Source: an optimization exercise on an open RTL-to-GDS flow (aim: small area, a short achievable clock period and few clock cycles per item). Production flows keep margins and buffers that such runs may drop.
At most, simulation tests tie the RTL to the original design; equivalence was not proved.
For runs 4 and 6, only the layout was checked, not whether the RTL still works.

--- flow/design.v ---
module sbox_lin(b, g, m);
    input  [7:0] b;
    output [7:0] g;
    output [9:0] m;
    wire t1  = b[7] ^ b[5];
    wire t2  = ~(b[5] ^ b[1]);
    wire t3  = ~(b[0] ^ t2);
    wire t4  = b[6] ^ b[2];
    wire t5  = b[3] ^ t3;
    wire t6  = b[4] ^ t1;
    wire t7  = b[1] ^ t5;
    wire t8  = b[1] ^ t4;
    wire t9  = t6 ^ t8;
    wire t10 = t6 ^ t7;
    wire t11 = ~(b[3] ^ t1);
    wire t12 = ~(b[6] ^ t9);
    wire t13 = t4 ^ t10;
    wire t14 = t2 ^ t11;
    wire t15 = t12 ^ t14;
    wire t16 = t3 ^ t12;
    wire t17 = t11 ^ t16;
    assign g = {t15, t14, ~b[0], t2, t5, t13, t7, t10};
    assign m = {t12, t9, t17, b[1], t11, t4, t16, t8, t3, t6};
endmodule
module sbox_mul(g, m, p);
    input  [7:0] g;
    input  [9:0] m;
    output [3:0] p;
    wire t1  = ~(g[5] & g[1]);
    wire t2  = ~(m[1] & m[0]);
    wire t3  = ~(g[4] & g[0]);
    wire t4  = ~(g[7] & g[3]);
    wire t5  = ~(m[9] & m[8]);
    wire t6  = ~(g[6] | g[2]);
    wire t7  = ~(g[7] | g[3]);
    wire t8  = ~(m[9] | m[8]);
    wire t9  = ~(m[7] | m[6]);
    wire t10 = ~(m[3] & m[2]);
    wire t11 = ~(m[5] & m[4]);
    wire t12 = ~(m[3] | m[2]);
    wire t13 = t1 ^ t2;
    wire t14 = t3 ^ t2;
    wire t15 = t4 ^ t13;
    wire t16 = t5 ^ t14;
    wire t17 = t9 ^ t10;
    wire t18 = t11 ^ t12;
    wire t19 = t6 ^ t15;
    wire t20 = t7 ^ t16;
    assign p[3] = t19 ^ t17;
    assign p[2] = t20 ^ t18;
    assign p[1] = t8 ^ t15;
    assign p[0] = t6 ^ t16;
endmodule
module sbox_inv(p, l);
    input  [3:0] p;
    output [3:0] l;
    wire u1  = ~(p[3] & p[0]);
    wire u2  = ~(u1 | p[2]);
    wire u3  = ~(p[2] & p[0]);
    wire u4  = p[1] ^ u3;
    wire u5  = ~(p[2] | u4);
    wire u6  = ~(p[1] & u4);
    wire u7  = ~(p[3] | u4);
    wire u8  = ~(u7 | u2);
    wire u9  = ~(u5 ^ u7);
    wire u10 = ~(u9 ^ p[3]);
    wire u11 = ~(u6 & u8);
    wire u12 = ~(u8 & p[1]);
    wire u13 = ~(p[0] ^ u12);
    wire u14 = ~(u1 & p[2]);
    wire u15 = ~(u9 & u14);
    assign l = {u13, u11, u15, u10};
endmodule
module sbox_bot(g, m, l, Sb);
    input  [7:0] g;
    input  [9:0] m;
    input  [3:0] l;
    output [7:0] Sb;
    wire k4 = l[3] ^ l[2];
    wire k3 = l[3] ^ l[1];
    wire k2 = l[2] ^ l[0];
    wire k1 = k3 ^ k2;
    wire k0 = l[1] ^ l[0];
    wire [17:0] e;
    assign e[17] = ~(g[2] & l[2]);
    assign e[16] = ~(g[3] & l[3]);
    assign e[15] = ~(m[8] & k4);
    assign e[14] = ~(m[2] & k1);
    assign e[13] = ~(m[4] & k2);
    assign e[12] = ~(m[6] & k3);
    assign e[11] = ~(g[0] & l[0]);
    assign e[10] = ~(g[1] & l[1]);
    assign e[9]  = ~(m[0] & k0);
    assign e[8]  = ~(g[6] & l[2]);
    assign e[7]  = ~(g[7] & l[3]);
    assign e[6]  = ~(m[9] & k4);
    assign e[5]  = ~(m[3] & k1);
    assign e[4]  = ~(m[5] & k2);
    assign e[3]  = ~(m[7] & k3);
    assign e[2]  = ~(g[4] & l[0]);
    assign e[1]  = ~(g[5] & l[1]);
    assign e[0]  = ~(m[1] & k0);
    wire E11 = e[17] ^ e[16];
    wire E10 = e[15] ^ e[16];
    wire E9  = e[14] ^ e[13];
    wire E8  = e[12] ^ e[13];
    wire E7  = e[11] ^ e[10];
    wire E6  = e[9]  ^ e[10];
    wire E5  = e[8]  ^ e[7];
    wire E4  = e[6]  ^ e[7];
    wire E3  = e[5]  ^ e[4];
    wire E2  = e[3]  ^ e[4];
    wire E1  = e[2]  ^ e[1];
    wire E0  = e[0]  ^ e[1];
    wire v1  = E9 ^ E7;
    wire v2  = E1 ^ v1;
    wire v3  = E3 ^ v2;
    wire v4  = E5 ^ E3;
    wire v5  = E4 ^ v4;
    wire v6  = E4 ^ E0;
    wire v7  = E11 ^ E7;
    wire v8  = v1 ^ v4;
    wire v9  = v1 ^ v6;
    wire v10 = E2 ^ v5;
    wire v11 = E10 ^ E8;
    wire v12 = ~(v3 ^ v11);
    wire v13 = v10 ^ v12;
    wire v14 = ~(v3 ^ v7);
    wire v15 = ~(E10 ^ E6);
    wire v16 = v6 ^ v14;
    assign Sb = {v15, v13, v8, v14, v11, v9, v12, v16};
endmodule
module sm4_top (
    clk,rst,start,i_plaintext,i_key,
    o_data,o_done
);
    input           clk;
    input           rst;
    input           start;
    input           i_plaintext;
    input           i_key;
    output          o_data;
    output          o_done;
    localparam [1:0] PH_LOAD = 2'd0, PH_COMP = 2'd1, PH_OUT = 2'd2;
    localparam [127:0] FK = {32'ha3b1bac6, 32'h56aa3350, 32'h677d9197, 32'hb27022dc};
    localparam [6:0] COMP_LAST = 7'd100;
    reg     [1:0]   phase;
    reg     [6:0]   cnt;
    reg     [1:0]   m3;
    reg     [4:0]   rnd;
    reg             done_r;
    reg             data_r;
    reg             comp;    
    reg             outp;    
    reg             wk;      
    reg             wd;      
    reg             krot;    
    reg             kins;    
    reg             klate;   
    reg             kd;
    reg     [31:0]  kr0, kr1, kr2, kr3;
    reg     [31:0]  dr0, dr1, dr2, dr3;
    reg     [31:0]  pre;     
    reg     [71:0]  s1g;     
    reg     [15:0]  s1p;     
    reg     [31:0]  s2s;     
    reg  [31:0] ck;
    always @(*) begin
        case (rnd)
            5'd0: ck = 32'h00070e15;
            5'd1: ck = 32'h1c232a31;
            5'd2: ck = 32'h383f464d;
            5'd3: ck = 32'h545b6269;
            5'd4: ck = 32'h70777e85;
            5'd5: ck = 32'h8c939aa1;
            5'd6: ck = 32'ha8afb6bd;
            5'd7: ck = 32'hc4cbd2d9;
            5'd8: ck = 32'he0e7eef5;
            5'd9: ck = 32'hfc030a11;
            5'd10: ck = 32'h181f262d;
            5'd11: ck = 32'h343b4249;
            5'd12: ck = 32'h50575e65;
            5'd13: ck = 32'h6c737a81;
            5'd14: ck = 32'h888f969d;
            5'd15: ck = 32'ha4abb2b9;
            5'd16: ck = 32'hc0c7ced5;
            5'd17: ck = 32'hdce3eaf1;
            5'd18: ck = 32'hf8ff060d;
            5'd19: ck = 32'h141b2229;
            5'd20: ck = 32'h30373e45;
            5'd21: ck = 32'h4c535a61;
            5'd22: ck = 32'h686f767d;
            5'd23: ck = 32'h848b9299;
            5'd24: ck = 32'ha0a7aeb5;
            5'd25: ck = 32'hbcc3cad1;
            5'd26: ck = 32'hd8dfe6ed;
            5'd27: ck = 32'hf4fb0209;
            5'd28: ck = 32'h10171e25;
            5'd29: ck = 32'h2c333a41;
            5'd30: ck = 32'h484f565d;
            5'd31: ck = 32'h646b7279;
        endcase
    end
    always @(posedge clk) begin
        if (m3 == 2'd2)
            pre <= kr1 ^ kr2 ^ ck ^ dr3;
        else
            pre <= dr1 ^ dr2 ^ kr0 ^ kr3;
    end
    wire [31:0] b = pre ^ kr0 ^ dr0;
    wire [15:0] p1;
    wire [71:0] gm1;
    genvar gi;
    generate
        for (gi = 0; gi < 4; gi = gi + 1) begin : st1
            wire [7:0] g;
            wire [9:0] m;
            sbox_lin lin(.b(b[8*gi+7:8*gi]), .g(g), .m(m));
            sbox_mul mul(.g(g), .m(m), .p(p1[4*gi+3:4*gi]));
            assign gm1[18*gi+17:18*gi] = {g, m};
        end
    endgenerate
    always @(posedge clk) begin
        s1g <= gm1;
        s1p <= p1;
    end
    wire [31:0] s;
    generate
        for (gi = 0; gi < 4; gi = gi + 1) begin : st2
            wire [3:0] l;
            sbox_inv inv(.p(s1p[4*gi+3:4*gi]), .l(l));
            sbox_bot bot(.g(s1g[18*gi+17:18*gi+10]), .m(s1g[18*gi+9:18*gi]), .l(l),
                         .Sb(s[8*gi+7:8*gi]));
        end
    endgenerate
    always @(posedge clk) begin
        s2s <= s;
    end
    wire [31:0] lk = s2s ^ {s2s[18:0], s2s[31:19]} ^ {s2s[8:0], s2s[31:9]};
    wire [31:0] ld = s2s ^ {s2s[29:0], s2s[31:30]} ^ {s2s[21:0], s2s[31:22]}
                         ^ {s2s[13:0], s2s[31:14]} ^ {s2s[7:0], s2s[31:8]};
    wire [31:0] nk = kr3 ^ lk;
    wire [31:0] nd = dr3 ^ ld;
    wire fk = FK[7'd127 - cnt];
    wire kbit = i_key ^ fk;
    always @(posedge clk) kd <= kbit;
    always @(posedge clk) begin
        if (wk)
            kr0 <= nk;
        else if (krot)
            kr0 <= kr3;
        else
            kr0 <= {kr0[30:0], klate ? kd : kbit};
        kr1 <= (krot | kins) ? kr0 : kr3;
        kr2 <= kr1;
        kr3 <= kr2;
    end
    always @(posedge clk) begin
        if (wd)
            dr0 <= nd;
        else if (comp)
            dr0 <= dr3;
        else
            dr0 <= {dr0[30:0], outp ? dr0[31] : dr1[31]};
        if (comp) begin
            dr1 <= dr0;
            dr2 <= dr1;
            dr3 <= dr2;
        end else begin
            dr3 <= {dr3[30:0], outp ? dr3[31] : i_plaintext};
            dr2 <= {dr2[30:0], outp ? dr2[31] : dr3[31]};
            dr1 <= {dr1[30:0], outp ? dr1[31] : dr2[31]};
        end
    end
    wire [6:0] kn = cnt + 7'd1;
    wire [1:0] q = kn[6:5];
    wire       tap = (q == 2'd0) ? dr0[30] : (q == 2'd1) ? dr3[30] :
                     (q == 2'd2) ? dr2[30] : dr1[30];
    wire       comp_end = comp & (cnt == COMP_LAST);
    wire       out_end  = outp & (cnt == 7'd127);
    reg  [1:0] phase_n;
    reg  [6:0] cnt_n;
    reg  [1:0] m3_n;
    reg  [4:0] rnd_n;
    always @(*) begin
        phase_n = phase;
        cnt_n   = kn;
        m3_n    = 2'd2;
        rnd_n   = 5'd0;
        if (!start) begin
            phase_n = PH_LOAD;
            cnt_n   = 7'd0;
        end else if (phase == PH_LOAD) begin
            if (cnt == 7'd127) phase_n = PH_COMP;
        end else if (comp) begin
            m3_n  = (m3 == 2'd2) ? 2'd0 : m3 + 2'd1;
            rnd_n = (m3 == 2'd0) ? rnd + 5'd1 : rnd;
            if (comp_end) begin
                phase_n = PH_OUT;
                cnt_n   = 7'd0;
            end
        end else begin
            if (out_end) phase_n = PH_LOAD;
        end
    end
    always @(posedge clk or negedge rst) begin
        if (!rst) begin
            phase  <= PH_LOAD;
            cnt    <= 7'd0;
            m3     <= 2'd2;
            rnd    <= 5'd0;
            comp   <= 1'b0;
            outp   <= 1'b0;
            wk     <= 1'b0;
            wd     <= 1'b0;
            krot   <= 1'b0;
            kins   <= 1'b0;
            klate  <= 1'b0;
            done_r <= 1'b0;
        end else begin
            phase  <= phase_n;
            cnt    <= cnt_n;
            m3     <= m3_n;
            rnd    <= rnd_n;
            comp   <= (phase_n == PH_COMP);
            outp   <= (phase_n == PH_OUT);
            wk     <= (phase_n == PH_COMP) & (m3_n == 2'd2) & (cnt_n >= 7'd3);
            wd     <= (phase_n == PH_COMP) & (m3_n == 2'd0) & (cnt_n >= 7'd7);
            krot   <= (phase_n == PH_COMP) & (cnt_n != 7'd0);
            kins   <= (phase_n == PH_LOAD) & (cnt_n[4:0] == 5'd0);
            klate  <= ((phase_n == PH_LOAD) & (cnt_n >= 7'd96)) |
                      ((phase_n == PH_COMP) & (cnt_n == 7'd0));
            done_r <= start & (comp_end | (outp & ~out_end));
        end
    end
    always @(posedge clk)
        data_r <= start & (comp_end ? nd[31] : (outp & ~out_end & tap));
    assign o_done = done_r;
    assign o_data = data_r;
endmodule
--- flow/flow/run.sh ---
#!/bin/bash
# The standard ORFS layout (standard.sh), with two synthesis changes:
#  - ADDER_MAP_FILE empty: Yosys's full/half-adder extraction would turn the
#    XOR/AND pairs of the S-box and linear layers into slow adder cells that
#    ABC cannot restructure.
#  - the 3-input XOR/XNOR cells are added to DONT_USE_CELLS (on top of the
#    platform's list): ABC chains them in the linear layers, and they are
#    slower than trees of 2-input XORs.
set -euo pipefail
PLATFORM_DONT_USE=$(sed -n '/^export DONT_USE_CELLS += /,/^#/p' \
    "$FLOW_HOME/platforms/sky130hd/config.mk" | grep -o 'sky130_fd_sc_hd__[a-z0-9_]*' | tr '\n' ' ')
EXTRA="sky130_fd_sc_hd__xor3_1 sky130_fd_sc_hd__xor3_2 sky130_fd_sc_hd__xor3_4 sky130_fd_sc_hd__xnor3_1 sky130_fd_sc_hd__xnor3_2 sky130_fd_sc_hd__xnor3_4"
bash standard.sh ADDER_MAP_FILE= "DONT_USE_CELLS=$PLATFORM_DONT_USE $EXTRA" finish > standard.log 2>&1
--- flow/standard.sh ---
#!/bin/bash
# synth_recipe.tcl (not shown) runs the flow's synth.tcl, then flattens the netlist and writes it again
# the make line also repeats each setting of config.mk as NAME=value (left out here)
make -C /OpenROAD-flow-scripts/flow DESIGN_CONFIG=/design/flow/config.mk WORK_HOME=/design/flow/orfs CLKGATE_MAP_FILE= SYNTH_SCRIPT=/design/flow/synth_recipe.tcl "${@:-finish}"
--- flow/config.mk ---
export PLATFORM = sky130hd
export DESIGN_NAME = sm4_top
export DESIGN_NICKNAME = sm4_top
export VERILOG_FILES = /design/flow/design.v
export SDC_FILE = /design/flow/constraint.sdc
export NUM_CORES = 4
export LEC_CHECK = 0
export ABC_AREA = 1
export CAP_MARGIN = 10
export CORE_MARGIN = 2
export CORE_UTILIZATION = 50
export CTS_CLUSTER_DIAMETER = 100
export CTS_CLUSTER_SIZE = 30
export SETUP_SLACK_MARGIN = 4.05
export SLEW_MARGIN = 10
--- flow/constraint.sdc ---
create_clock -name core_clock -period 6.5 [get_ports {clk}]
set_input_delay 1.3000 -clock core_clock [delete_from_list [all_inputs] [get_ports {clk}]]
set_output_delay 1.3000 -clock core_clock [all_outputs]
set_load 0.01 [all_outputs]
==> metrics.cfg, run 1 <==
[timing]
fmax_mhz=417.2
tightest_slew_ps=1048
fin_crit_sh_pct=36.88
maxSlewViolCount=0
slew_headroom_pct=29.95
finalHoldViolCount=0
whs_ps=361.5
finalCriticalPeriod_ps=2397
finClkSkew_ps=31.60
rsz0062_at_grt=true
fin_tns_setup_ps=0
finalSetupViolations=0

[clocking]
cts.root.buffer_cell=clkbuf_16
insertion_delay_ps=560
clock_path_buffers=3
cts_tree=built
clock-sinks=434
cts_buffers=19
cts_hold_buf=0
htree_levels=1
path_clk_slew_ps=110

[worst_setup_path]
reg2reg_to=s1p[14]
crit_arrival_ps=1100
cpPeakStageDelay_ps=320
critPathTopFamily=flip-flops
reg2reg_from=kr0[30]
cp.buffers_inverters=1
end_kind=output pin
crit_slowest_cell=dfxtp_1
start_kind=flip-flop
rrSetupSlack_ps=4200
cp.required_ps=5200
cp_cell_sequence=clkdlybuf4s15_1
crit_type=reg2out
path_max_fanout=1
rr_worst_depth=16

[synthesis]
syn_area_per_cell_um2=7.255
netlist_instances=3235
synthesis.nets=3240
synthArstFlopShare_pct=5.530
ys_seq_elements=434
ys_seq_area_share_pct=37.53
synth_ff_type=dfxtp_1
synth_edf_count=0
synth_warnings=1
yosysUniqueCellTypes=43
synth_area_um2=23470

[floorplan]
dieWidth_um=220.7
start_util_pct=50.52
die_area_um2=48690
die_height_um=220.7
core_um2=46460
rows=79
ios=7

[flow_run]
maxCapViolations=0

[global_routing]
grt_pass1_vias=18500
grt_overflow=0
grt_usage_pct=26.02
grt_start_max_net_pins=113
grt_first_pass_wirelength_um=98920
antenna_found_initial=0

[hold_path]
hold_path.startpoint=kr2[13]
min_path_cells=0
hold_class=reg2reg
hold-path-endpoint=kr3[13]

[drt]
drtPass1Iterations=5
drc=0
vias_per_cell=5.213
routedWlPerCell_um=16.77
drtIter0Drc=1375
postRouteAntennaNets=0
vias=19820
wl_um=63760

[final_layout]
nets=3194
fillers=4506
multi_input_comb_area_um2=13250
seq_area_um2=8869
final_core_util_pct=53.77
drive_gt1_share_pct=11.71
final_common_cell=nand2_1
antenna-diode-count=0
syn_to_final_growth_pct=6.418
final_cell_mix=nand2_1 (916), dfxtp_1 (374), inv_1 (296)

[status]
outcome=complete, no violations

[placement]
port_buffers=6
finalWeightedCongestion=0.8857
post-dp-hpwl_um=47150

routing by layer:
layer	up-vias	share of wire [%]	routed length, um	GRT usage [%]
met1	9202	45	28920	34.89
met3	104	5.7	3656	2.735
met5	-	0	0	0
met4	0	2.8	1790	7.244
li1	10020	-	-	-
met2	496	46	29390	44.42
worst max-delay path by stage:
stage                   end  depth (start not counted)     from  slack (ps)
global placement     rnd[3]                          7    start        3650
finish               o_data                          1   data_r        4100
floorplan                wk                          6    start        4400
CTS                  o_done                          1   done_r        3970
detailed placement   rnd[3]                          7    start        3590
global route        s1p[11]                         21  dr0[21]        4010
cell families after synthesis:
group                  synth area share, %
AND/OR/NAND/NOR                      28.75
XOR/XNOR                             17.78
flip-flops                           37.53
buffers and inverters                6.983
AO/OA/AOI/OAI                        8.956
cells in the mapped netlist, types with 3 or more instances:
cell / count / area, um2
o21ai_2: 10 / 87.58
dfxtp_1: 410 / 8208
nor3_1: 4 / 20.02
nor2_2: 3 / 18.77
nand2_4: 20 / 225.2
nand3b_1: 5 / 37.54
xor2_1: 225 / 1971
or2_2: 3 / 18.77
inv_1: 296 / 1111
nand3_2: 46 / 460.4
clkinv_1: 4 / 15.01
clkbuf_1: 76 / 285.3
buf_1: 12 / 45.04
dfrtp_1: 23 / 575.6
nand3_1: 256 / 1281
o21ai_1: 8 / 40.04
xnor2_2: 5 / 81.33
nand2_2: 104 / 650.6
nand4_1: 7 / 43.79
xor2_2: 6 / 97.59
nor2_1: 99 / 371.6
o211ai_1: 7 / 52.55
nand2_1: 936 / 3513
xnor2_1: 231 / 2023
a21oi_1: 133 / 665.6
o21ai_0: 235 / 1176
inv_2: 46 / 172.7
a31oi_1: 3 / 18.77
repair_timing:
action | CTS | global route
pin swaps | 0 | 5
setup endpoints to repair | 5 | 33
resized for setup | 3 | 91
buffers inserted | 1 | 7
gates cloned | 0 | 0
endpoints found under the hold margin | 0 | 0
state kept, by name (all words and copies together) (netlist names), 5 cells and up:
signal  count
dr0        32
s1p        16
kr0        32
pre        32
cnt         7
kr3        32
s2s        32
dr2        32
s1g        72
dr3        32
kr2        32
kr1        32
rnd         5
dr1        32
final cells by class:
| class | count | area share (%) |
|---|---|---|
| clock inverter | 4 | 0.3156 |
| inverter | 346 | 5.200 |
| clock buffer | 23 | 2.044 |
| sequential | 434 | 35.51 |
| timing repair buffer | 23 | 0.8616 |
| multi-input combinational | 2365 | 53.03 |
| tap | 607 | 3.041 |
per-stage QoR:
step	cell area, um2	setup slack, ps	std cells
detailed placement	24040	3594	3767
global placement	24040	3651	3767
global route	24980	4007	3802
finish	24980	4103	3802
floorplan	23470	4403	3235
CTS	24650	3970	3795
Testbench counts, summed over its fixed seeds: cycles 22,848, blocks 64.
==> run 2, diff against run 1 <==
--- a/flow/config.mk
+++ b/flow/config.mk
@@ -6,10 +6,10 @@
 export NUM_CORES = 4
 export LEC_CHECK = 0
 export ABC_AREA = 1
-export CAP_MARGIN = 10
+export CAP_MARGIN = 20
 export CORE_MARGIN = 2
 export CORE_UTILIZATION = 50
 export CTS_CLUSTER_DIAMETER = 100
 export CTS_CLUSTER_SIZE = 30
 export SETUP_SLACK_MARGIN = 4.05
-export SLEW_MARGIN = 10
+export SLEW_MARGIN = 20
==> metrics.cfg, run 2 <==
[final_layout]
regMostFlops=s1g  ; unchanged
largest_register_ffs=72  ; unchanged
syn_to_final_growth_pct=6.397  ; was 6.418%
antenna-diode-count=0  ; unchanged
seq_area_um2=8869  ; unchanged
stdcell_count=3802  ; unchanged
nets=3194  ; unchanged
fillers=4506  ; unchanged
final_common_cell=nand2_1  ; unchanged
multi_input_comb_area_um2=13250  ; unchanged
drive_gt1_share_pct=11.74  ; was 11.71%
final_cell_mix=nand2_1 (916), dfxtp_1 (374), inv_1 (296)  ; unchanged

[worst_setup_path]
crit_arrival_ps=1100  ; about the same
crit_type=reg2out  ; unchanged
critPathTopFamily=flip-flops  ; unchanged
cp.required_ps=5200  ; about the same
path_max_fanout=1  ; unchanged
cpPeakStageDelay_ps=320  ; about the same
end_kind=output pin  ; unchanged
cp.buffers_inverters=1  ; unchanged
cp_cell_sequence=clkdlybuf4s15_1  ; unchanged
crit_slowest_cell=dfxtp_1  ; unchanged
start_kind=flip-flop  ; unchanged

[clocking]
clock-sinks=434  ; unchanged
clock_path_buffers=3  ; unchanged
cts_buffers=19  ; unchanged
insertion_delay_ps=560  ; about the same
cts_tree=built  ; unchanged
path_clk_slew_ps=110  ; about the same
htree_levels=1  ; unchanged
cts_hold_buf=0  ; unchanged
cts.root.buffer_cell=clkbuf_16  ; unchanged

[floorplan]
start_util_pct=50.52  ; unchanged
rows=79  ; unchanged
dieWidth_um=220.7  ; unchanged
die_area_um2=48690  ; unchanged
ios=7  ; unchanged
die_height_um=220.7  ; unchanged
core_um2=46460  ; unchanged

[timing]
finalSetupViolations=0  ; unchanged
setup_ws_ps=4103  ; about the same
rsz0062_at_grt=true  ; unchanged
fin_crit_sh_pct=36.88  ; about the same
fmax_mhz=417.1  ; was 417.2 MHz
finalHoldViolCount=0  ; unchanged
slew_headroom_pct=30.52  ; was 29.95%
finClkSkew_ps=32.15  ; was 31.60 ps
maxSlewViolCount=0  ; unchanged
finalCriticalPeriod_ps=2397  ; about the same
whs_ps=362.3  ; was 361.5 ps
tightest_slew_ps=1042  ; was 1048 ps
fin_tns_setup_ps=0  ; unchanged

[synthesis]
synth_top_family_by_area=simple AND/OR/NAND/NOR gates  ; unchanged
ys_seq_area_share_pct=37.53  ; unchanged
synthesis.nets=3240  ; unchanged
synth_warnings=1  ; unchanged
yosysUniqueCellTypes=43  ; unchanged
syn_area_per_cell_um2=7.255  ; unchanged
muxShareOfSynthArea_pct=0  ; unchanged
synth_top_area_cell=dfxtp_1  ; unchanged
yosysTopAreaCellShare_pct=34.97  ; unchanged
synth_xor_area_share_pct=17.78  ; unchanged
synth_edf_count=0  ; unchanged
synth_ff_type=dfxtp_1  ; unchanged
synthSimpleGateAreaFrac_pct=28.75  ; unchanged
synthAdderAreaFrac_pct=0  ; unchanged
synth_compound_area_share_pct=8.956  ; unchanged
ys_seq_elements=434  ; unchanged
synthArstFlopShare_pct=5.530  ; unchanged
synth_area_leaders=dfxtp_1 (35%), nand2_1 (15%), xnor2_1 (8.6%)  ; unchanged
synth_common_cells=nand2_1 (936), dfxtp_1 (410), inv_1 (296)  ; unchanged
synth_area_um2=23470  ; unchanged
synth.most_common_cell=nand2_1  ; unchanged
netlist_instances=3235  ; unchanged

[global_routing]
grt_first_pass_wirelength_um=98920  ; unchanged
grt_start_max_net_pins=113  ; unchanged
grt_usage_pct=26.02  ; unchanged
grt_pass1_vias=18500  ; unchanged
grt_overflow=0  ; unchanged
antenna_found_initial=0  ; unchanged

[drt]
postRouteAntennaNets=0  ; unchanged
drtIter0Drc=1375  ; unchanged
drtPass1Iterations=5  ; unchanged
wl_um=63760  ; unchanged
vias=19800  ; was 19,820
vias_per_cell=5.207  ; was 5.213
drc=0  ; unchanged
routedWlPerCell_um=16.77  ; unchanged

[placement]
place_inst=3767  ; unchanged
finalWeightedCongestion=0.8857  ; unchanged
port_buffers=6  ; unchanged
dpl_worst_slack_ps=3594  ; unchanged
post-dp-hpwl_um=47150  ; unchanged

[status]
outcome=complete, no violations  ; unchanged

[hold_path]
hold_class=reg2reg  ; unchanged

[flow_run]
maxCapViolations=0  ; unchanged

[run 2: stage by stage]
stage	instance area [um2]	util (%)
final	24970	53.75
after global routing	24970	53.75
after global placement	24040	51.74
after detailed placement	24040	51.74
after floorplan	23470	-
after CTS	24650	53.05
[run 2: worst paths after layout]
path,cells after the start,start,slack (ps),to
worst max-delay path,1,data_r,4100,o_data
worst min-delay path,0,kr2[13],360,kr3[13]
worst max register to register,16,kr0[30],4200,s1p[14]
worst min register to register,0,kr2[13],360,kr3[13]
max in group asynchronous,1,rst,5400,comp
min in group asynchronous,1,rst,710,krot
[run 2: cell families (layout without fill, tap and decap cells)]
logic type | Yosys count | count (layout)
and+or+nand+nor | 1494 | 1494
xor gates and xnor gates | 467 | 467
buffers and inverters | 436 | 396
DFF | 434 | 434
AOI/OAI and AO/OA | 404 | 404
[run 2: final cells by class]
cell class	instances	area share [%]
clock inverters	4	0.3156
well taps	607	3.041
multi-input cells	2365	53.04
flip-flops and latches	434	35.51
clock buffers	23	2.044
inverters	346	5.201
repair buffers	23	0.8417
[run 2: metal layers]
metal | track usage [%] | up-vias | wire length [um]
met5 | 0 | - | 0
met4 | 7.244 | 0 | 1780
met3 | 2.735 | 104 | 3514
met2 | 44.42 | 480 | 29430
met1 | 34.89 | 9198 | 29040
li1 | - | 10020 | -
[run 2: repair_timing]
| item | in CTS | in global routing |
|---|---|---|
| gates resized for setup | 3 | 91 |
| endpoints found under the setup margin | 5 | 33 |
| pin swaps | 0 | 5 |
| setup buffers | 1 | 7 |
==> run 3, diff against run 2 <==
--- a/flow/config.mk
+++ b/flow/config.mk
@@ -8,8 +8,8 @@
 export ABC_AREA = 1
 export CAP_MARGIN = 20
 export CORE_MARGIN = 2
-export CORE_UTILIZATION = 50
+export CORE_UTILIZATION = 45
 export CTS_CLUSTER_DIAMETER = 100
 export CTS_CLUSTER_SIZE = 30
-export SETUP_SLACK_MARGIN = 4.05
+export SETUP_SLACK_MARGIN = 4.1
 export SLEW_MARGIN = 20
==> metrics.cfg, run 3 <==
[timing]
slew_headroom_pct=36.52  ; was 30.52%
fin_tns_setup_ps=0  ; unchanged
finalHoldViolCount=0  ; unchanged
finalSetupViolations=0  ; unchanged
finClkSkew_ps=40.01  ; was 32.15 ps
rsz0062_at_grt=true  ; unchanged
setup_ws_ps=4118  ; was 4103 ps
fin_crit_sh_pct=36.65  ; was 36.88%
fmax_mhz=419.8  ; was 417.1 MHz
finalCriticalPeriod_ps=2382  ; was 2397 ps
maxSlewViolCount=0  ; unchanged
tightest_slew_ps=948.9  ; was 1042 ps

[synthesis]
ys_seq_area_share_pct=37.53  ; unchanged
yosysUniqueCellTypes=43  ; unchanged
synthAdderAreaFrac_pct=0  ; unchanged
synth_compound_area_share_pct=8.956  ; unchanged
synth_xor_area_share_pct=17.78  ; unchanged
synthesis.nets=3240  ; unchanged
synth_top_area_cell=dfxtp_1  ; unchanged
synth_area_um2=23470  ; unchanged
muxShareOfSynthArea_pct=0  ; unchanged
synth_edf_count=0  ; unchanged
synth_warnings=1  ; unchanged
yosysTopAreaCellShare_pct=34.97  ; unchanged
synth.most_common_cell=nand2_1  ; unchanged
syn_area_per_cell_um2=7.255  ; unchanged
synth_area_leaders=dfxtp_1 (35%), nand2_1 (15%), xnor2_1 (8.6%)  ; unchanged
synth_common_cells=nand2_1 (936), dfxtp_1 (410), inv_1 (296)  ; unchanged
synth_top_family_by_area=simple AND/OR/NAND/NOR gates  ; unchanged
synthArstFlopShare_pct=5.530  ; unchanged
ys_seq_elements=434  ; unchanged
netlist_instances=3235  ; unchanged
synthSimpleGateAreaFrac_pct=28.75  ; unchanged
synth_ff_type=dfxtp_1  ; unchanged

[floorplan]
dieWidth_um=232.4  ; was 220.7 um
ios=7  ; unchanged
die_area_um2=54000  ; was 48,690 um2
rows=83  ; was 79
core_um2=51410  ; was 46,460 um2
start_util_pct=45.66  ; was 50.52%
die_height_um=232.4  ; was 220.7 um

[placement]
port_buffers=6  ; unchanged
post-dp-hpwl_um=47220  ; was 47,150 um
dpl_worst_slack_ps=3541  ; was 3594 ps
place_inst=3842  ; was 3,767
finalWeightedCongestion=0.8900  ; was 0.8857

[worst_setup_path]
path_max_fanout=1  ; unchanged
cp.required_ps=5200  ; about the same
cp_cell_sequence=buf_2  ; was clkdlybuf4s15_1
start_kind=flip-flop  ; unchanged
crit_arrival_ps=1080  ; was 1100 ps
cp.buffers_inverters=1  ; unchanged
cpPeakStageDelay_ps=370  ; was 320 ps
crit_slowest_cell=dfrtp_1  ; was dfxtp_1
crit_type=reg2out  ; unchanged
critPathTopFamily=flip-flops  ; unchanged
end_kind=output pin  ; unchanged

[drt]
wl_um=63960  ; was 63,760 um
drtPass1Iterations=6  ; was 5
vias_per_cell=5.131  ; was 5.207
drtIter0Drc=1493  ; was 1,375
vias=19930  ; was 19,800
drc=0  ; unchanged
routedWlPerCell_um=16.47  ; was 16.77 um
postRouteAntennaNets=0  ; unchanged

[clocking]
htree_levels=1  ; unchanged
insertion_delay_ps=580  ; was 560 ps
cts.root.buffer_cell=clkbuf_16  ; unchanged
clock_path_buffers=3  ; unchanged
cts_hold_buf=0  ; unchanged
cts_buffers=20  ; was 19
clock-sinks=434  ; unchanged
path_clk_slew_ps=120  ; was 110 ps
cts_tree=built  ; unchanged

[global_routing]
grt_overflow=0  ; unchanged
grt_pass1_vias=18840  ; was 18,500
grt_first_pass_wirelength_um=101000  ; was 98,920 um
grt_start_max_net_pins=101  ; was 113
antenna_found_initial=0  ; unchanged
grt_usage_pct=23.51  ; was 26.02%

[flow_run]
maxCapViolations=0  ; unchanged

[final_layout]
multi_input_comb_area_um2=13470  ; was 13,250 um2
drive_gt1_share_pct=13.58  ; was 11.74%
regMostFlops=s1g  ; unchanged
fillers=5089  ; was 4,506
antenna-diode-count=0  ; unchanged
nets=3201  ; was 3,194
final_cell_mix=nand2_1 (896), dfxtp_1 (360), inv_1 (295)  ; was nand2_1 (916), dfxtp_1 (374), inv_1 (296)
seq_area_um2=8909  ; was 8869 um2
largest_register_ffs=72  ; unchanged
syn_to_final_growth_pct=8.252  ; was 6.397%
stdcell_count=3884  ; was 3,802
final_common_cell=nand2_1  ; unchanged
final_core_util_pct=49.43  ; was 53.75%

[hold_path]
hold_class=reg2reg  ; unchanged

[status]
outcome=complete, no violations  ; unchanged

run 3: cell counts after synthesis:
No cell type changed its count.
run 3: final cells by class:
| cell class | instances | share of cell area, % |
|---|---|---|
| multi-input cells | 2365 | 53.02 |
| flip-flops and latches | 434 | 35.06 |
| inverters | 346 | 5.146 |
| well taps | 680 | 3.349 |
| clock buffers | 24 | 2.113 |
| repair buffers | 29 | 0.9701 |
| clock inverters | 6 | 0.3447 |
run 3: cells by family (layout without fill, tap and decap cells):
logic type	count (synthesis)	after routing
and+or+nand+nor	1494	1494
DFF	434	434
xor gates and xnor gates	467	467
buffers and inverters	436	405
AOI/OAI and AO/OA	404	404
run 3: final timing paths:
path	slack [ps]	startpoint	to	cells past startpoint
min in group asynchronous	700	rst	cnt[3]	1
max in group asynchronous	5380	rst	comp	1
worst min-delay path	360	kr1[28]	kr2[28]	0
worst min register to register	360	kr1[28]	kr2[28]	0
worst max register to register	4210	rnd[0]	pre[14]	9
worst max-delay path	4120	done_r	o_done	1
run 3: per-layer routing:
| layer | global-route usage [%] | vias to the layer above | part of all wire [%] |
|---|---|---|---|
| li1 | - | 10030 | - |
| met4 | 5.950 | 0 | 2.3 |
| met1 | 31.42 | 9373 | 46 |
| met3 | 2.574 | 98 | 4.6 |
| met2 | 40.31 | 429 | 47 |
| met5 | 0 | - | 0 |
run 3: per-stage QoR:
step	hold WS [ps]	area (um2)
finish	359.0	25410
global route	363.5	25410
CTS	362.9	24770
detailed placement	354.6	24140
global placement	351.3	24140
floorplan	348.7	23470
run 3: repair_timing:
action | in CTS | in global routing
resized for setup | 13 | 169
setup buffers | 0 | 12
endpoints found under the setup margin | 13 | 49
pin swaps | 0 | 22
==> run 4, diff against run 3 <==
--- a/flow/design.v
+++ b/flow/design.v
@@ -158,6 +158,7 @@
     reg             kins;    
     reg             klate;   
     reg             kd;
+    reg             s1k;     
     reg     [31:0]  kr0, kr1, kr2, kr3;
     reg     [31:0]  dr0, dr1, dr2, dr3;
     reg     [31:0]  pre;     
@@ -203,11 +204,11 @@
     end
     always @(posedge clk) begin
         if (m3 == 2'd2)
-            pre <= kr1 ^ kr2 ^ ck ^ dr3;
+            pre <= kr1 ^ kr2 ^ ck;
         else
-            pre <= dr1 ^ dr2 ^ kr0 ^ kr3;
+            pre <= dr1 ^ dr2 ^ kr0;
     end
-    wire [31:0] b = pre ^ kr0 ^ dr0;
+    wire [31:0] b = pre ^ (s1k ? kr0 : dr0);
     wire [15:0] p1;
     wire [71:0] gm1;
     genvar gi;
@@ -316,6 +317,7 @@
             krot   <= 1'b0;
             kins   <= 1'b0;
             klate  <= 1'b0;
+            s1k    <= 1'b0;
             done_r <= 1'b0;
         end else begin
             phase  <= phase_n;
@@ -327,6 +329,7 @@
             wk     <= (phase_n == PH_COMP) & (m3_n == 2'd2) & (cnt_n >= 7'd3);
             wd     <= (phase_n == PH_COMP) & (m3_n == 2'd0) & (cnt_n >= 7'd7);
             krot   <= (phase_n == PH_COMP) & (cnt_n != 7'd0);
+            s1k    <= (m3_n == 2'd0);
             kins   <= (phase_n == PH_LOAD) & (cnt_n[4:0] == 5'd0);
             klate  <= ((phase_n == PH_LOAD) & (cnt_n >= 7'd96)) |
                       ((phase_n == PH_COMP) & (cnt_n == 7'd0));
--- a/flow/config.mk
+++ b/flow/config.mk
@@ -8,8 +8,8 @@
 export ABC_AREA = 1
 export CAP_MARGIN = 20
 export CORE_MARGIN = 2
-export CORE_UTILIZATION = 45
+export CORE_UTILIZATION = 50
 export CTS_CLUSTER_DIAMETER = 100
 export CTS_CLUSTER_SIZE = 30
-export SETUP_SLACK_MARGIN = 4.1
+export SETUP_SLACK_MARGIN = 4.05
 export SLEW_MARGIN = 20
==> metrics.cfg, run 4 <==
[status]
outcome=complete, no violations  ; unchanged

[synthesis]
synth_top_area_cell=dfxtp_1  ; unchanged
ys_seq_elements=435  ; was 434
synth_common_cells=nand2_1 (1,028), dfxtp_1 (410), inv_1 (324)  ; was nand2_1 (936), dfxtp_1 (410), inv_1 (296)
netlist_instances=3178  ; was 3,235
synth_area_leaders=dfxtp_1 (37%), nand2_1 (17%), xor2_1 (8.6%)  ; was dfxtp_1 (35%), nand2_1 (15%), xnor2_1 (8.6%)
synthArstFlopShare_pct=5.747  ; was 5.530%
ys_seq_area_share_pct=39.43  ; was 37.53%
yosysUniqueCellTypes=42  ; was 43
syn_area_per_cell_um2=7.051  ; was 7.255 um2
synth_ff_type=dfxtp_1  ; unchanged
synth_warnings=1  ; unchanged
synth_edf_count=0  ; unchanged
yosysTopAreaCellShare_pct=36.63  ; was 34.97%
synthesis.nets=3183  ; was 3,240
synth_area_um2=22410  ; was 23,470 um2
synth.most_common_cell=nand2_1  ; unchanged

[placement]
finalWeightedCongestion=0.8819  ; was 0.8900
place_inst=3678  ; was 3,842
post-dp-hpwl_um=44640  ; was 47,220 um
port_buffers=6  ; unchanged

[hold_path]
hold_path.startpoint=kr2[0]  ; was kr1[28]
hold_class=reg2reg  ; unchanged

[floorplan]
core_um2=44220  ; was 51,410 um2
start_util_pct=50.67  ; was 45.66%
dieWidth_um=215.7  ; was 232.4 um
die_height_um=215.7  ; was 232.4 um
rows=77  ; was 83
ios=7  ; unchanged
die_area_um2=46520  ; was 54,000 um2

[clocking]
insertion_delay_ps=560  ; was 580 ps
cts_tree=built  ; unchanged
clock_path_buffers=3  ; unchanged
cts.root.buffer_cell=clkbuf_16  ; unchanged
cts_hold_buf=0  ; unchanged
cts_buffers=18  ; was 20
path_clk_slew_ps=120  ; about the same
clock-sinks=435  ; was 434
htree_levels=1  ; unchanged

[global_routing]
grt_pass1_vias=19010  ; was 18,840
grt_overflow=0  ; unchanged
grt_first_pass_wirelength_um=100500  ; was 101,000 um
antenna_found_initial=0  ; unchanged
grt_start_max_net_pins=88  ; was 101
grt_usage_pct=26.81  ; was 23.51%

[drt]
drtIter0Drc=1497  ; was 1,493
wl_um=66270  ; was 63,960 um
drtPass1Iterations=7  ; was 6
drc=0  ; unchanged
postRouteAntennaNets=0  ; unchanged
routedWlPerCell_um=17.24  ; was 16.47 um
vias=20070  ; was 19,930
vias_per_cell=5.220  ; was 5.131

[final_layout]
regMostFlops=s1g  ; unchanged
fillers=3931  ; was 5,089
final_common_cell=nand2_1  ; unchanged
nets=3252  ; was 3,201
syn_to_final_growth_pct=19.30  ; was 8.252%
drive_gt1_share_pct=20.26  ; was 13.58%
final_core_util_pct=60.45  ; was 49.43%
stdcell_count=3844  ; was 3,884
antenna-diode-count=0  ; unchanged
largest_register_ffs=72  ; unchanged
final_cell_mix=nand2_1 (811), dfxtp_1 (399), inv_1 (310)  ; was nand2_1 (896), dfxtp_1 (360), inv_1 (295)

[timing]
fin_tns_setup_ps=0  ; unchanged
rsz0062_at_grt=true  ; unchanged
finalCriticalPeriod_ps=2644  ; was 2382 ps
fin_crit_sh_pct=40.68  ; was 36.65%
slew_headroom_pct=37.29  ; was 36.52%
fmax_mhz=378.2  ; was 419.8 MHz
finalSetupViolations=0  ; unchanged
maxSlewViolCount=0  ; unchanged
finalHoldViolCount=0  ; unchanged
tightest_slew_ps=939.4  ; was 948.9 ps
finClkSkew_ps=26.64  ; was 40.01 ps

[worst_setup_path]
crit_type=reg2reg  ; was reg2out
crit_arrival_ps=3090  ; was 1080 ps
crit_start=s1k  ; was done_r
end_kind=flip-flop  ; was output pin
path_max_fanout=8  ; was 1
cp.required_ps=6950  ; was 5200 ps
start_kind=flip-flop  ; unchanged
reg2reg_from=s1k  ; was rnd[0]

[flow_run]
maxCapViolations=0  ; unchanged

[run 4: cells by family after synthesis]
logic type	Yosys count	share of synthesized area, %
simple gates	1452	27.01
buf+inv	460	7.990
compound gates	439	10.11
flops	435	39.43
xor+xnor	391	15.42
mux	1	0.05025
[run 4: layout make-up]
cell class              instances  area (um2)  share of cell area, %
inverters                     352        1353                  5.059
repair buffers                156        1443                  5.396
flip-flops and latches        435        8874                  33.19
clock inverters                 3       21.27                0.07957
clock buffers                  22       486.7                  1.821
repair inverters                1       20.02                0.07489
well taps                     592       740.7                  2.771
multi-input cells            2283       13800                  51.61
[run 4: what timing repair did]
item | CTS | global route
gates cloned | 2 | 5
pin swaps | 61 | 152
setup endpoints to repair | 70 | 58
buffers inserted | 82 | 51
resized for setup | 194 | 383
[run 4: worst paths after layout]
path                       endpoint  slack [ps]  cells after the start
max reg2reg                 s1p[10]        3860                     20
max in group asynchronous     m3[1]        5110                      2
min in group asynchronous    rnd[1]        1090                      2
max                         s1p[10]        3860                     20
min reg2reg                  kr3[0]         360                      0
min                          kr3[0]         360                      0
[run 4: per-stage QoR]
step                      cell area [um2]  setup slack, ps  hold slack, ps
after floorplan                     22410             4305           348.7
after global placement              22830             3374           352.2
after detailed placement            22830             3319           353.5
after CTS                           24760             3913           364.6
after global routing                26730             3717           374.2
final                               26730             3856           359.8
[run 4: worst max-delay path, stage by stage (launching register included)]
cell      delay (ps)
dfrtp_4          540
buf_12           190
buf_12           160
nand2_2          100
nand2_2           70
nand2_1           80
nand2_1           70
nand2_2           80
nand3_2           60
nand2_2          120
inv_2             70
nand2_4          100
nand2_4           90
nand2_8          120
nand3b_1         140
nand2_4          130
nand2_4           60
xor2_2           160
inv_1             60
nand2_1           60
nand2_1           40
[run 4: per-layer routing]
layer  share of wire (%)  track usage, %  routed length, um
met5                   0               0                  0
met4                 3.6           8.414               2390
met3                 4.9           2.777               3243
met2                  47           45.82              31260
met1                  44           35.60              29380
==> run 5, diff against run 4 <==
--- a/flow/design.v
+++ b/flow/design.v
@@ -158,7 +158,6 @@
     reg             kins;    
     reg             klate;   
     reg             kd;
-    reg             s1k;     
     reg     [31:0]  kr0, kr1, kr2, kr3;
     reg     [31:0]  dr0, dr1, dr2, dr3;
     reg     [31:0]  pre;     
@@ -204,11 +203,11 @@
     end
     always @(posedge clk) begin
         if (m3 == 2'd2)
-            pre <= kr1 ^ kr2 ^ ck;
+            pre <= kr1 ^ kr2 ^ ck ^ dr3;
         else
-            pre <= dr1 ^ dr2 ^ kr0;
+            pre <= dr1 ^ dr2 ^ kr0 ^ kr3;
     end
-    wire [31:0] b = pre ^ (s1k ? kr0 : dr0);
+    wire [31:0] b = pre ^ kr0 ^ dr0;
     wire [15:0] p1;
     wire [71:0] gm1;
     genvar gi;
@@ -317,7 +316,6 @@
             krot   <= 1'b0;
             kins   <= 1'b0;
             klate  <= 1'b0;
-            s1k    <= 1'b0;
             done_r <= 1'b0;
         end else begin
             phase  <= phase_n;
@@ -329,7 +327,6 @@
             wk     <= (phase_n == PH_COMP) & (m3_n == 2'd2) & (cnt_n >= 7'd3);
             wd     <= (phase_n == PH_COMP) & (m3_n == 2'd0) & (cnt_n >= 7'd7);
             krot   <= (phase_n == PH_COMP) & (cnt_n != 7'd0);
-            s1k    <= (m3_n == 2'd0);
             kins   <= (phase_n == PH_LOAD) & (cnt_n[4:0] == 5'd0);
             klate  <= ((phase_n == PH_LOAD) & (cnt_n >= 7'd96)) |
                       ((phase_n == PH_COMP) & (cnt_n == 7'd0));
==> flow/run.sh (new file) <==
#!/bin/bash
# synth_recipe.tcl (not shown) runs the flow's synth.tcl, then flattens the netlist and writes it again
# the make line also repeats each setting of config.mk as NAME=value (left out here)
make -C /OpenROAD-flow-scripts/flow DESIGN_CONFIG=/design/flow/config.mk WORK_HOME=/design/flow/orfs CLKGATE_MAP_FILE= SYNTH_SCRIPT=/design/flow/synth_recipe.tcl finish
--- a/flow/config.mk
+++ b/flow/config.mk
@@ -8,8 +8,8 @@
 export ABC_AREA = 1
 export CAP_MARGIN = 20
 export CORE_MARGIN = 2
-export CORE_UTILIZATION = 50
+export CORE_UTILIZATION = 40
 export CTS_CLUSTER_DIAMETER = 100
 export CTS_CLUSTER_SIZE = 30
-export SETUP_SLACK_MARGIN = 4.05
+export SETUP_SLACK_MARGIN = 4.0
 export SLEW_MARGIN = 20
removed: flow/flow/run.sh
removed: flow/standard.sh
==> metrics.cfg, run 5 <==
[status]
outcome=complete, no violations  ; unchanged

[final_layout]
largest_register_ffs=72  ; unchanged
seq_area_um2=8896  ; was 8874 um2
multi_input_comb_area_um2=13650  ; was 13,800 um2
fillers=5355  ; was 3,931
drive_gt1_share_pct=17.85  ; was 20.26%
nets=3104  ; was 3,252
final_common_cell=nand2_1  ; unchanged
antenna-diode-count=0  ; unchanged
syn_to_final_growth_pct=17.16  ; was 19.30%
final_cell_mix=nand2_1 (770), dfxtp_1 (370), inv_1 (260)  ; was nand2_1 (811), dfxtp_1 (399), inv_1 (310)
regMostFlops=s1g  ; unchanged

[drt]
postRouteAntennaNets=0  ; unchanged
routedWlPerCell_um=16.57  ; was 17.24 um
drtIter0Drc=1530  ; was 1,497
vias_per_cell=4.945  ; was 5.220
vias=18940  ; was 20,070
drc=0  ; unchanged
drtPass1Iterations=5  ; was 7
wl_um=63440  ; was 66,270 um

[flow_run]
maxCapViolations=0  ; unchanged

[worst_setup_path]
cp.buffers_inverters=3  ; was 4
crit_slowest_cell=dfxtp_4  ; was dfrtp_4
cpPeakStageDelay_ps=360  ; was 540 ps
crit_arrival_ps=3170  ; was 3090 ps
critPathTopFamily=simple AND/OR/NAND/NOR gates  ; unchanged
cp_cell_sequence=or2_4 -> nand2_2 -> nand2_1 -> nand2_1 -> nand2_1 -> nand2_2 -> xor2_4 -> xor2_1 -> inv_1 -> ha_4 -> inv_4 -> nand3_4 -> nand2_4 -> nand2_4 -> xor2_1 -> nor2_1 -> nor2_1 -> nand3_1 -> nand2_1 -> inv_1  ; was buf_12 -> buf_12 -> nand2_2 -> nand2_2 -> nand2_1 -> nand2_1 -> nand2_2 -> nand3_2 -> nand2_2 -> inv_2 -> nand2_4 -> nand2_4 -> nand2_8 -> nand3b_1 -> nand2_4 -> nand2_4 -> xor2_2 -> inv_1 -> nand2_1 -> nand2_1
path_max_fanout=3  ; was 8
cp.required_ps=6970  ; was 6950 ps
end_kind=flip-flop  ; unchanged
crit_type=reg2reg  ; unchanged
cp_common_cell=nand2_1
start_kind=flip-flop  ; unchanged

[synthesis]
synth_warnings=1  ; unchanged
synth_compound_area_share_pct=8.783  ; was 10.11%
synth_common_cells=nand2_1 (899), dfxtp_1 (410), inv_1 (296)  ; was nand2_1 (1,028), dfxtp_1 (410), inv_1 (324)
synthAdderAreaFrac_pct=1.506  ; was 0%
synth.most_common_cell=nand2_1  ; unchanged
synthArstFlopShare_pct=5.530  ; was 5.747%
netlist_instances=3017  ; was 3,178
synthSimpleGateAreaFrac_pct=22.85  ; was 27.01%
yosysTopAreaCellShare_pct=36.58  ; was 36.63%
synth_area_leaders=dfxtp_1 (37%), nand2_1 (15%), xnor2_1 (10%)  ; was dfxtp_1 (37%), nand2_1 (17%), xor2_1 (8.6%)
ys_seq_elements=434  ; was 435
synth_top_area_cell=dfxtp_1  ; unchanged
synth_edf_count=0  ; unchanged
yosysUniqueCellTypes=45  ; was 42
ys_seq_area_share_pct=39.27  ; was 39.43%
synth_top_family_by_area=simple AND/OR/NAND/NOR gates  ; unchanged
synth_xor_area_share_pct=20.82  ; was 15.42%
muxShareOfSynthArea_pct=0.05019  ; was 0.05025%
synth_area_um2=22440  ; was 22,410 um2
synthesis.nets=3049  ; was 3,183
synth_ff_type=dfxtp_1  ; unchanged
syn_area_per_cell_um2=7.437  ; was 7.051 um2

[clocking]
htree_levels=1  ; unchanged
clock-sinks=434  ; was 435
clock_path_buffers=3  ; unchanged
insertion_delay_ps=580  ; was 560 ps
cts.root.buffer_cell=clkbuf_16  ; unchanged
path_clk_slew_ps=110  ; was 120 ps
cts_buffers=20  ; was 18
cts_tree=built  ; unchanged

[timing]
rsz0062_at_grt=true  ; unchanged
finalSetupViolations=0  ; unchanged
fmax_mhz=370.5  ; was 378.2 MHz
finClkSkew_ps=33.86  ; was 26.64 ps
slew_headroom_pct=32.69  ; was 37.29%
fin_tns_setup_ps=0  ; unchanged
fin_crit_sh_pct=41.52  ; was 40.68%
whs_ps=357.9  ; was 359.8 ps
finalHoldViolCount=0  ; unchanged
tightest_slew_ps=1010  ; was 939.4 ps
finalCriticalPeriod_ps=2699  ; was 2644 ps
maxSlewViolCount=0  ; unchanged

[global_routing]
antenna_found_initial=0  ; unchanged
grt_pass1_vias=18190  ; was 19,010
grt_first_pass_wirelength_um=97450  ; was 100,500 um
grt_overflow=0  ; unchanged
grt_usage_pct=21.29  ; was 26.81%
grt_start_max_net_pins=101  ; was 88

[placement]
finalWeightedCongestion=0.8902  ; was 0.8819
port_buffers=6  ; unchanged
post-dp-hpwl_um=43670  ; was 44,640 um

[floorplan]
rows=86  ; was 77
die_area_um2=58000  ; was 46,520 um2
die_height_um=240.8  ; was 215.7 um
dieWidth_um=240.8  ; was 215.7 um
ios=7  ; unchanged
core_um2=55310  ; was 44,220 um2
start_util_pct=40.57  ; was 50.67%

[hold_path]
hold_class=reg2reg  ; unchanged

-- run 5: cell count changes in the layout (fill, tap and decap cells not counted), moves of 20 or more --
| cell | before | now |
|---|---|---|
| nand3_1 | 164 | 115 |
| nand2_1 | 811 | 770 |
| dfxtp_2 | 7 | 31 |
| inv_1 | 310 | 260 |
| nand2_4 | 75 | 31 |
| a21oi_1 | 120 | 140 |
| dfxtp_1 | 399 | 370 |
| o21ai_0 | 257 | 212 |
| nand2_2 | 174 | 126 |
| nor2_1 | 75 | 103 |
| xnor2_1 | 159 | 235 |
| xor2_2 | 12 | 34 |
| buf_4 | 125 | 105 |
-- run 5: metal layers --
layer / GRT usage, % / vias up / part of all wire [%]
met3: 2.265 / 105 / 4.6
met1: 27.68 / 8947 / 44
met2: 37.32 / 429 / 48
met4: 6.135 / 0 / 3.0
met5: 0 / - / 0
li1: - / 9455 / -
-- run 5: layout make-up --
cell class | count | share of cell area (%)
well taps | 748 | 3.560
inverters | 312 | 4.541
repair buffers | 122 | 3.751
clock inverters | 7 | 0.3332
multi-input cells | 2182 | 51.93
clock buffers | 24 | 2.042
flip-flops and latches | 434 | 33.84
-- run 5: stage by stage --
stage,setup slack [ps],std cells,instance area (um2),util (%)
final,3801,3829,26290,47.53
after global placement,3272,3690,23270,42.07
after floorplan,3985,3017,22520,-
after detailed placement,3235,3690,23260,42.06
after CTS,3804,3788,24980,45.17
after global routing,3607,3829,26290,47.53
-- run 5: cell families after synthesis --
group,after synthesis
xor gates and xnor gates,524
DFF,434
adders and majority gates,27
muxes,1
AOI/OAI and AO/OA,383
buffers and inverters,402
and+or+nand+nor,1246
-- run 5: timing repair --
item                       in CTS  in global routing
hold buffers                    0                  0
hold endpoints to repair        0                  0
setup buffers                  66                 41
pin swaps                      81                129
gates cloned                    1                  0
resized for setup             149                259
setup endpoints to repair      76                 51
-- run 5: final timing paths --
| check | from | to | slack [ps] | cells after the start |
|---|---|---|---|---|
| max | kr0[31] | s1p[14] | 3800 | 20 |
| min | kr2[12] | kr3[12] | 360 | 0 |
| max reg2reg | kr0[31] | s1p[14] | 3800 | 20 |
| min reg2reg | kr2[12] | kr3[12] | 360 | 0 |
| max in group asynchronous | rst | comp | 5380 | 1 |
| min in group asynchronous | rst | cnt[2] | 700 | 1 |
Testbench counts of run 5, summed over its fixed seeds: cycles 22,848, blocks 64.
==> run 6, diff against run 5 <==
--- a/flow/design.v
+++ b/flow/design.v
@@ -154,14 +154,10 @@
     reg             outp;    
     reg             wk;      
     reg             wd;      
-    reg             krot;    
-    reg             kins;    
-    reg             klate;   
-    reg             kd;
     reg     [31:0]  kr0, kr1, kr2, kr3;
     reg     [31:0]  dr0, dr1, dr2, dr3;
     reg     [31:0]  pre;     
-    reg     [71:0]  s1g;     
+    reg     [31:0]  s1b;     
     reg     [15:0]  s1p;     
     reg     [31:0]  s2s;     
     reg  [31:0] ck;
@@ -208,8 +204,7 @@
             pre <= dr1 ^ dr2 ^ kr0 ^ kr3;
     end
     wire [31:0] b = pre ^ kr0 ^ dr0;
-    wire [15:0] p1;
-    wire [71:0] gm1;
+    wire [31:0] p1;
     genvar gi;
     generate
         for (gi = 0; gi < 4; gi = gi + 1) begin : st1
@@ -217,20 +212,21 @@
             wire [9:0] m;
             sbox_lin lin(.b(b[8*gi+7:8*gi]), .g(g), .m(m));
             sbox_mul mul(.g(g), .m(m), .p(p1[4*gi+3:4*gi]));
-            assign gm1[18*gi+17:18*gi] = {g, m};
         end
     endgenerate
     always @(posedge clk) begin
-        s1g <= gm1;
+        s1b <= b;
         s1p <= p1;
     end
     wire [31:0] s;
     generate
         for (gi = 0; gi < 4; gi = gi + 1) begin : st2
+            wire [7:0] g;
+            wire [9:0] m;
             wire [3:0] l;
+            sbox_lin lin(.b(s1b[8*gi+7:8*gi]), .g(g), .m(m));
             sbox_inv inv(.p(s1p[4*gi+3:4*gi]), .l(l));
-            sbox_bot bot(.g(s1g[18*gi+17:18*gi+10]), .m(s1g[18*gi+9:18*gi]), .l(l),
-                         .Sb(s[8*gi+7:8*gi]));
+            sbox_bot bot(.g(g), .m(m), .l(l), .Sb(s[8*gi+7:8*gi]));
         end
     endgenerate
     always @(posedge clk) begin
@@ -242,20 +238,13 @@
     wire [31:0] nk = kr3 ^ lk;
     wire [31:0] nd = dr3 ^ ld;
     wire fk = FK[7'd127 - cnt];
-    wire kbit = i_key ^ fk;
-    always @(posedge clk) kd <= kbit;
     always @(posedge clk) begin
         if (wk)
             kr0 <= nk;
-        else if (krot)
+        else if (comp)
             kr0 <= kr3;
         else
-            kr0 <= {kr0[30:0], klate ? kd : kbit};
-        kr1 <= (krot | kins) ? kr0 : kr3;
-        kr2 <= kr1;
-        kr3 <= kr2;
-    end
-    always @(posedge clk) begin
+            kr0 <= {kr0[30:0], kr1[31]};
         if (wd)
             dr0 <= nd;
         else if (comp)
@@ -263,10 +252,16 @@
         else
             dr0 <= {dr0[30:0], outp ? dr0[31] : dr1[31]};
         if (comp) begin
+            kr1 <= kr0;
+            kr2 <= kr1;
+            kr3 <= kr2;
             dr1 <= dr0;
             dr2 <= dr1;
             dr3 <= dr2;
         end else begin
+            kr3 <= {kr3[30:0], i_key ^ fk};
+            kr2 <= {kr2[30:0], kr3[31]};
+            kr1 <= {kr1[30:0], kr2[31]};
             dr3 <= {dr3[30:0], outp ? dr3[31] : i_plaintext};
             dr2 <= {dr2[30:0], outp ? dr2[31] : dr3[31]};
             dr1 <= {dr1[30:0], outp ? dr1[31] : dr2[31]};
@@ -313,10 +308,8 @@
             outp   <= 1'b0;
             wk     <= 1'b0;
             wd     <= 1'b0;
-            krot   <= 1'b0;
-            kins   <= 1'b0;
-            klate  <= 1'b0;
             done_r <= 1'b0;
+            data_r <= 1'b0;
         end else begin
             phase  <= phase_n;
             cnt    <= cnt_n;
@@ -326,15 +319,10 @@
             outp   <= (phase_n == PH_OUT);
             wk     <= (phase_n == PH_COMP) & (m3_n == 2'd2) & (cnt_n >= 7'd3);
             wd     <= (phase_n == PH_COMP) & (m3_n == 2'd0) & (cnt_n >= 7'd7);
-            krot   <= (phase_n == PH_COMP) & (cnt_n != 7'd0);
-            kins   <= (phase_n == PH_LOAD) & (cnt_n[4:0] == 5'd0);
-            klate  <= ((phase_n == PH_LOAD) & (cnt_n >= 7'd96)) |
-                      ((phase_n == PH_COMP) & (cnt_n == 7'd0));
             done_r <= start & (comp_end | (outp & ~out_end));
+            data_r <= start & (comp_end ? nd[31] : (outp & ~out_end & tap));
         end
     end
-    always @(posedge clk)
-        data_r <= start & (comp_end ? nd[31] : (outp & ~out_end & tap));
     assign o_done = done_r;
     assign o_data = data_r;
 endmodule
==> flow/flow/run.sh (new file) <==
#!/bin/bash
# Standard ORFS layout, except that synthesis skips Yosys's full/half-adder
# extraction (ADDER_MAP_FILE empty): it turns XOR/AND pairs of the S-box and
# linear layers into slow adder cells that ABC cannot restructure.
set -euo pipefail
bash standard.sh ADDER_MAP_FILE= finish > standard.log 2>&1
==> flow/standard.sh (new file) <==
#!/bin/bash
# synth_recipe.tcl (not shown) runs the flow's synth.tcl, then flattens the netlist and writes it again
# the make line also repeats each setting of config.mk as NAME=value (left out here)
make -C /OpenROAD-flow-scripts/flow DESIGN_CONFIG=/design/flow/config.mk WORK_HOME=/design/flow/orfs CLKGATE_MAP_FILE= SYNTH_SCRIPT=/design/flow/synth_recipe.tcl "${@:-finish}"
==> flow/config.mk (replaced) <==
export PLATFORM = sky130hd
export DESIGN_NAME = sm4_top
export DESIGN_NICKNAME = sm4_top
export VERILOG_FILES = /design/flow/design.v
export SDC_FILE = /design/flow/constraint.sdc
export NUM_CORES = 4
export LEC_CHECK = 0
export CAP_MARGIN = 20
export CORE_MARGIN = 2
export CORE_UTILIZATION = 40
export SETUP_SLACK_MARGIN = 4.0
export SLEW_MARGIN = 20
removed: flow/run.sh
==> metrics.cfg, run 6 <==
[status]
outcome=complete, no violations  ; unchanged

[final_layout]
final_common_cell=xnor2_1  ; was nand2_1
antenna-diode-count=0  ; unchanged
nets=2638  ; was 3,104

[synthesis]
synthesis.nets=2605  ; was 3,049
synth_ff_type=dfxtp_1  ; unchanged
synth.most_common_cell=xnor2_1  ; was nand2_1
synth_area_um2=23420  ; was 22,440 um2
syn_area_per_cell_um2=9.008  ; was 7.437 um2
synth_area_leaders=dfxtp_1 (31%), xnor2_1 (15%), mux2_2 (9.2%)  ; was dfxtp_1 (37%), nand2_1 (15%), xnor2_1 (10%)
synth_edf_count=0  ; unchanged
yosysUniqueCellTypes=83  ; was 45
synthArstFlopShare_pct=5.641  ; was 5.530%
synth_top_area_cell=dfxtp_1  ; unchanged

[global_routing]
grt_start_max_net_pins=79  ; was 101
antenna_found_initial=0  ; unchanged
grt_first_pass_wirelength_um=99990  ; was 97,450 um

[placement]
port_buffers=6  ; unchanged
dpl_worst_slack_ps=3181  ; was 3235 ps
post-dp-hpwl_um=43490  ; was 43,670 um

[clocking]
cts_hold_buf=0  ; unchanged
cts_tree=built  ; unchanged
cts.root.buffer_cell=clkbuf_16  ; unchanged

[worst_setup_path]
reg2reg_from=pre[7]  ; was kr0[31]
path_max_fanout=3  ; unchanged
cp_cell_sequence=xnor3_2 -> xnor3_2 -> xnor3_2 -> xor2_2 -> or3_1 -> a31oi_2 -> xor2_1 -> xnor2_1  ; was or2_4 -> nand2_2 -> nand2_1 -> nand2_1 -> nand2_1 -> nand2_2 -> xor2_4 -> xor2_1 -> inv_1 -> ha_4 -> inv_4 -> nand3_4 -> nand2_4 -> nand2_4 -> xor2_1 -> nor2_1 -> nor2_1 -> nand3_1 -> nand2_1 -> inv_1
cpPeakStageDelay_ps=450  ; was 360 ps
cp.buffers_inverters=0  ; was 3
rrSetupSlack_ps=3820  ; was 3800 ps
start_kind=flip-flop  ; unchanged
reg2reg_to=s1p[3]  ; was s1p[14]
crit_start=pre[7]  ; was kr0[31]
cp.required_ps=6990  ; was 6970 ps
crit_end=s1p[3]  ; was s1p[14]
cp_common_cell=xnor3_2  ; was nand2_1

[timing]
maxSlewViolCount=0  ; unchanged
finalHoldViolCount=0  ; unchanged
fin_tns_setup_ps=0  ; unchanged
finalCriticalPeriod_ps=2679  ; was 2699 ps
setup_ws_ps=3821  ; was 3801 ps

[floorplan]
rows=88  ; was 86
start_util_pct=40.52  ; was 40.57%
die_height_um=246.0  ; was 240.8 um
core_um2=57810  ; was 55,310 um2
die_area_um2=60500  ; was 58,000 um2
dieWidth_um=246.0  ; was 240.8 um

[drt]
wl_um=64520  ; was 63,440 um

[flow_run]
maxCapViolations=0  ; unchanged

[hold_path]
hold_class=reg2reg  ; unchanged

==> run 6: cell types whose count changed after synthesis, sizes merged, moves of 69 or more <==
cell | before | now
nand2 | 927 | 182
inv | 306 | 42
mux2 | 1 | 192
nor2 | 113 | 298
xnor2 | 262 | 403
nand3 | 156 | 36
o21ai | 224 | 106
xor2 | 262 | 173
nor3 | 4 | 73
==> run 6: stage by stage <==
stage	utilization, %	instance area (um2)	hold WS [ps]	std cells
2_1_floorplan	-	23600	455.6	2600
6_report	47.55	27490	515.7	3433
3_5_place_dp	41.76	24140	520.0	3241
4_1_cts	46.05	26620	529.6	3379
5_1_grt	47.55	27490	534.5	3433
3_3_place_gp	41.76	24140	514.9	3241
==> run 6: worst register-to-register path: stages, from the launching register on <==
cell     delay (ps)
dfxtp_2         320
xnor3_2         450
xnor3_2         430
xnor3_2         410
xor2_2          170
or3_1           330
a31oi_2         150
xor2_1          200
xnor2_1         140
==> run 6: logic make-up (layout without fill, tap and decap cells) <==
| family | after synthesis | count (layout) | share of synthesized area [%] |
|---|---|---|---|
| AO/OA/AOI/OAI | 468 | 468 | 12.52 |
| XOR/XNOR | 623 | 624 | 26.50 |
| adder cells (fa/ha/maj) | 1 | 1 | 0.04274 |
| buffers and inverters | 194 | 261 | 3.259 |
| flip-flops | 390 | 390 | 33.81 |
| multiplexers | 231 | 231 | 10.90 |
| AND/OR/NAND/NOR | 693 | 693 | 12.98 |
==> run 6: worst min-delay path by stage <==
stage	start	end	slack, ps	cells past startpoint
after global routing	dr0[5]	dr1[5]	530	1
after CTS	kr1[19]	kr1[20]	530	1
after detailed placement	dr1[25]	dr1[26]	520	1
after floorplan	m3[0]	m3[0]	460	1
after global placement	kr1[18]	kr2[18]	510	1
final	kr0[31]	kr1[31]	520	1
==> run 6: routing by layer <==
| layer | track usage, % | routed length [um] | vias to the layer above |
|---|---|---|---|
| met5 | 0 | 0 | - |
| met4 | 6.239 | 1683 | 0 |
| met3 | 3.475 | 3292 | 120 |
| met2 | 33.76 | 29940 | 507 |
| met1 | 27.90 | 29600 | 9012 |
| li1 | - | - | 8962 |
==> run 6: cell type report <==
type,count,area (um2)
clock buffers,61,1215
clock inverters,20,192.7
fillers,5338,30320
inverters,52,205.2
multi-input cells,2017,15850
flip-flops and latches,390,8066
well taps,765,957.2
repair buffers,128,1005
==> run 6: what timing repair did <==
item,4_1_cts,5_1_grt
endpoints found under the setup margin,123,32
buffers inserted,57,53
pin swaps,55,66
gates resized for setup,170,87
cloned,0,1

what the ideal ports hide:
In the flow no input, the clock included, has a driving cell. The finished layouts below were timed again as built, in two steps. Step 1 sets driving cells, clkbuf_16 on the clock port and buf_2 on the other inputs (assumed; they add their load-dependent delay and slew). Step 2 adds t to the input delays and takes it off the output delays; t is the mean of the earliest and latest rising clock arrival at the registers after step 1. Input paths then give back, and output paths get back, about the clock's delay inside the block. Three values: ideal, step 1, step 2; two values: the first two.
| run | t (ns) | setup slack, ns | hold WS [ns] | clock arrival spread, ns | worst slew at a driven data input, ns |
|---|---|---|---|---|---|
| run 1 | 0.595 | 4.103 / 4.050 / 3.618 | 0.362 / 0.362 / 0.362 | 0.035 / 0.035 | 0.03 |
| run 2 | 0.595 | 4.103 / 4.050 / 3.618 | 0.362 / 0.362 / 0.362 | 0.035 / 0.035 | 0.03 |
| run 3 | 0.621 | 4.118 / 4.054 / 3.627 | 0.359 / 0.359 / 0.359 | 0.041 / 0.041 | 0.03 |
| run 4 | 0.611 | 3.856 / 3.856 / 3.683 | 0.360 / 0.360 / 0.360 | 0.027 / 0.027 | 0.04 |
| run 5 | 0.620 | 3.801 / 3.801 / 3.551 | 0.358 / 0.358 / 0.358 | 0.036 / 0.036 | 0.03 |
| run 6 | 0.638 | 3.821 / 3.821 / 3.659 | 0.516 / 0.516 / 0.516 | 0.030 / 0.030 | 0.03 |
After both steps every run listed still meets setup and hold. The setup slack of run 3, which loses most, moves by -0.064 ns with the drivers and by -0.491 ns with both steps.
